From an optimization exercise on the open Yosys and OpenROAD flow, aimed at small area; shortcuts taken in it are not production practice.
The RTL was checked by simulation tests, not by an equivalence proof against the original design.
Power is estimated from default activity; no workload was simulated.

Design Greedy_snake, start of the top module:
module  Greedy_snake(
        input                   clk                     ,
        input                   rst_n                   ,
        input         [ 3: 0]   KEY                     ,
        output  wire            VGA_SYNC_N              ,
        output  wire            VGA_BLANK_N             ,
        output  wire            VGA_HS                  ,
        output  wire            VGA_VS                  ,
        output  wire  [ 7: 0]   VGA_R                   ,
        output  wire  [ 7: 0]   VGA_G                   ,
        output  wire  [ 7: 0]   VGA_B                   ,
        output  wire  [15: 0]   ROM_START_ADDR          ,
        input         [ 7: 0]   ROM_START_Q             ,
        output  wire  [15: 0]   ROM_END_ADDR            ,
        input         [ 7: 0]   ROM_END_Q
);
Size in the first run: ~1200 cells after synthesis, about 82 I/O pins, ~12000 sq um of cells after synthesis.
==> flow/config.mk <==
export PLATFORM = sky130hd
export DESIGN_NAME = Greedy_snake
export DESIGN_NICKNAME = Greedy_snake
export VERILOG_FILES = /design/flow/design.v
export SDC_FILE = /design/flow/constraint.sdc
export NUM_CORES = 4
export LEC_CHECK = 0
export ABC_AREA = 1
export CAP_MARGIN = 20
export CORE_MARGIN = 2
export CORE_UTILIZATION = 60
export CTS_BUF_LIST = sky130_fd_sc_hd__clkbuf_16
export CTS_CLUSTER_DIAMETER = 100
export CTS_CLUSTER_SIZE = 25
export SLEW_MARGIN = 20
==> flow/constraint.sdc <==
create_clock -name core_clock -period 8.0 [get_ports {clk}]
set_input_delay 1.6000 -clock core_clock [delete_from_list [all_inputs] [get_ports {clk}]]
set_output_delay 1.6000 -clock core_clock [all_outputs]
set_load 0.01 [all_outputs]
standard.sh (not shown) runs the stock make flow with config.mk's settings and CLKGATE_MAP_FILE= SYNTH_SCRIPT=/design/flow/synth_recipe.tcl, a recipe that flattens the netlist after the stock synthesis.
==> flow/flow/run.sh <==
#!/bin/bash
# Own layout flow: the standard flow, with two changes.
#  1. After the standard synthesis, the gates between the flip-flops are
#     mapped again by ABC with an area script (flow/resynth.tcl); the
#     flip-flops keep their instances, names and cell types.
#  2. Port buffers use the smallest buffer cell (buf_1).
# Each tool's output goes to a log file of its own in the work folder.
set -euo pipefail
W=$PWD
R=$W/orfs/results/$FLOW_PLATFORM/Greedy_snake/base
LIB=$FLOW_HOME/platforms/$FLOW_PLATFORM/lib/sky130_fd_sc_hd__tt_025C_1v80.lib
YOSYS=$(command -v yosys || echo "$FLOW_HOME/../tools/install/yosys/bin/yosys")

bash standard.sh synth > $W/log_1_standard_synth.log 2>&1
cp $R/1_2_yosys.v $W/standard_1_2_yosys.v

RS_LIB=$LIB RS_IN=$W/standard_1_2_yosys.v RS_OUT=$W/resynth.v \
RS_ABC=$W/flow/area.abc RS_TOP=$FLOW_TOP \
  "$YOSYS" -c $W/flow/resynth.tcl > $W/log_2_resynth.log 2>&1

cp $W/resynth.v $R/1_2_yosys.v
rm -f $R/1_synth.odb $R/1_synth.sdc
bash standard.sh "BUFFER_PORTS_ARGS=-buffer_cell sky130_fd_sc_hd__buf_1" finish \
  > $W/log_3_standard_finish.log 2>&1
==> flow/flow/area.abc <==
strash
&get -n
&fraig -x
&put
scorr
dc2
strash
&get -n
&dch -f
&nf -R 1000
&put
==> flow/flow/resynth.tcl <==
# Re-map the combinational logic of the standard synthesis netlist for area.
# Every flip-flop stays as it is: same instance, name and cell type; only the
# gates between them are mapped again, by ABC with an area-oriented script.
yosys -import
set lib    $::env(RS_LIB)
set in     $::env(RS_IN)
set out    $::env(RS_OUT)
set script $::env(RS_ABC)
read_liberty -ignore_miss_func $lib
# sequential and tie cells stay opaque instances
foreach m [list sky130_fd_sc_hd__df* sky130_fd_sc_hd__edf* sky130_fd_sc_hd__sdf* \
             sky130_fd_sc_hd__sedf* sky130_fd_sc_hd__dl* sky130_fd_sc_hd__sdl* \
             sky130_fd_sc_hd__conb_1] {
  catch { blackbox $m }
}
read_verilog -overwrite $in
hierarchy -top $::env(RS_TOP)
flatten
opt -purge
set dont {}
foreach p {sky130_fd_sc_hd__lpflow_* sky130_fd_sc_hd__probe* sky130_fd_sc_hd__bleeder*} {
  lappend dont -dont_use $p
}
abc -liberty $lib {*}$dont -script $script
opt_clean -purge
hilomap -singleton -hicell sky130_fd_sc_hd__conb_1 HI -locell sky130_fd_sc_hd__conb_1 LO
opt_clean -purge
tee -o $out.stat stat -liberty $lib
write_verilog -noattr -noexpr -nohex -nodec $out
Change:
--- a/flow/design.v
+++ b/flow/design.v
@@ -210,24 +210,14 @@
         if(step)
             kcur    <=  kinc(kcur);
     end
 end
 always  @(posedge clk)begin
     mvw     <=  ph15 ? step : (mvw | step);
-    if(ph15)begin
-        p_x     <=  head_x;
-        p_y     <=  head_y;
-    end
-    else begin
-        case(dsel)
-            D_R:    p_x <=  p_x - 1'b1;
-            D_L:    p_x <=  p_x + 1'b1;
-            D_D:    p_y <=  p_y - 1'b1;
-            default:p_y <=  p_y + 1'b1;
-        endcase
-    end
+    p_x     <=  ph15 ? head_x : p_x + {{5{dsel == D_R}}, !dsel[1]};
+    p_y     <=  ph15 ? head_y : p_y + {{4{dsel == D_D}}, dsel[1]};
 end
 wire                head_on =   (head_x == bx) && ({1'b0, head_y} == by);
 always  @(posedge clk)begin
     if(head_on)
         object  <=  2'b01;
     else if(kcur[4] && kcur[3:0] != 4'd0 && lit_k(kcur[3:0], llit))
- register-to-register slack got worse by 0.05 ns
- worst setup slack gets worse by 0.051 ns
- first-iteration DRC count shrinks by 6.4%
- die area is about the same
- non-clock buffer count went down by 5
- wire length shrinks by 3.8%
- synthesized cell count climbs by 0.35%
- hold slack gains 0.018 ns
- global-route usage goes down by 0.99 points
- power is higher by 0.94%

-- static timing again, ports no longer ideal --
Ports are ideal in the flow. The routed layouts listed here were re-timed in OpenROAD.
Step 1, drivers: a clkbuf_16 drives clk and a buf_2 each remaining input, both assumed.
Step 2 times the ports against the registers' clock, not the clock port: input delays grow and output delays shrink by t, the midpoint of the rising clock arrivals with the driver on.
Slacks: no drivers / after step 1 / after step 2; pairs: no drivers / after step 1.
| run | shift t [ns] | slack for setup (ns) | hold slack, ns | cell pins on the clock port's net |
|---|---|---|---|---|
| the first run | 0.535 | 2.770 / 2.770 / 2.770 | 0.335 / 0.335 / 0.335 | 1 |
| the second run | 0.526 | 2.719 / 2.719 / 2.719 | 0.353 / 0.353 / 0.353 | 1 |
After both steps every run listed still meets setup and hold.
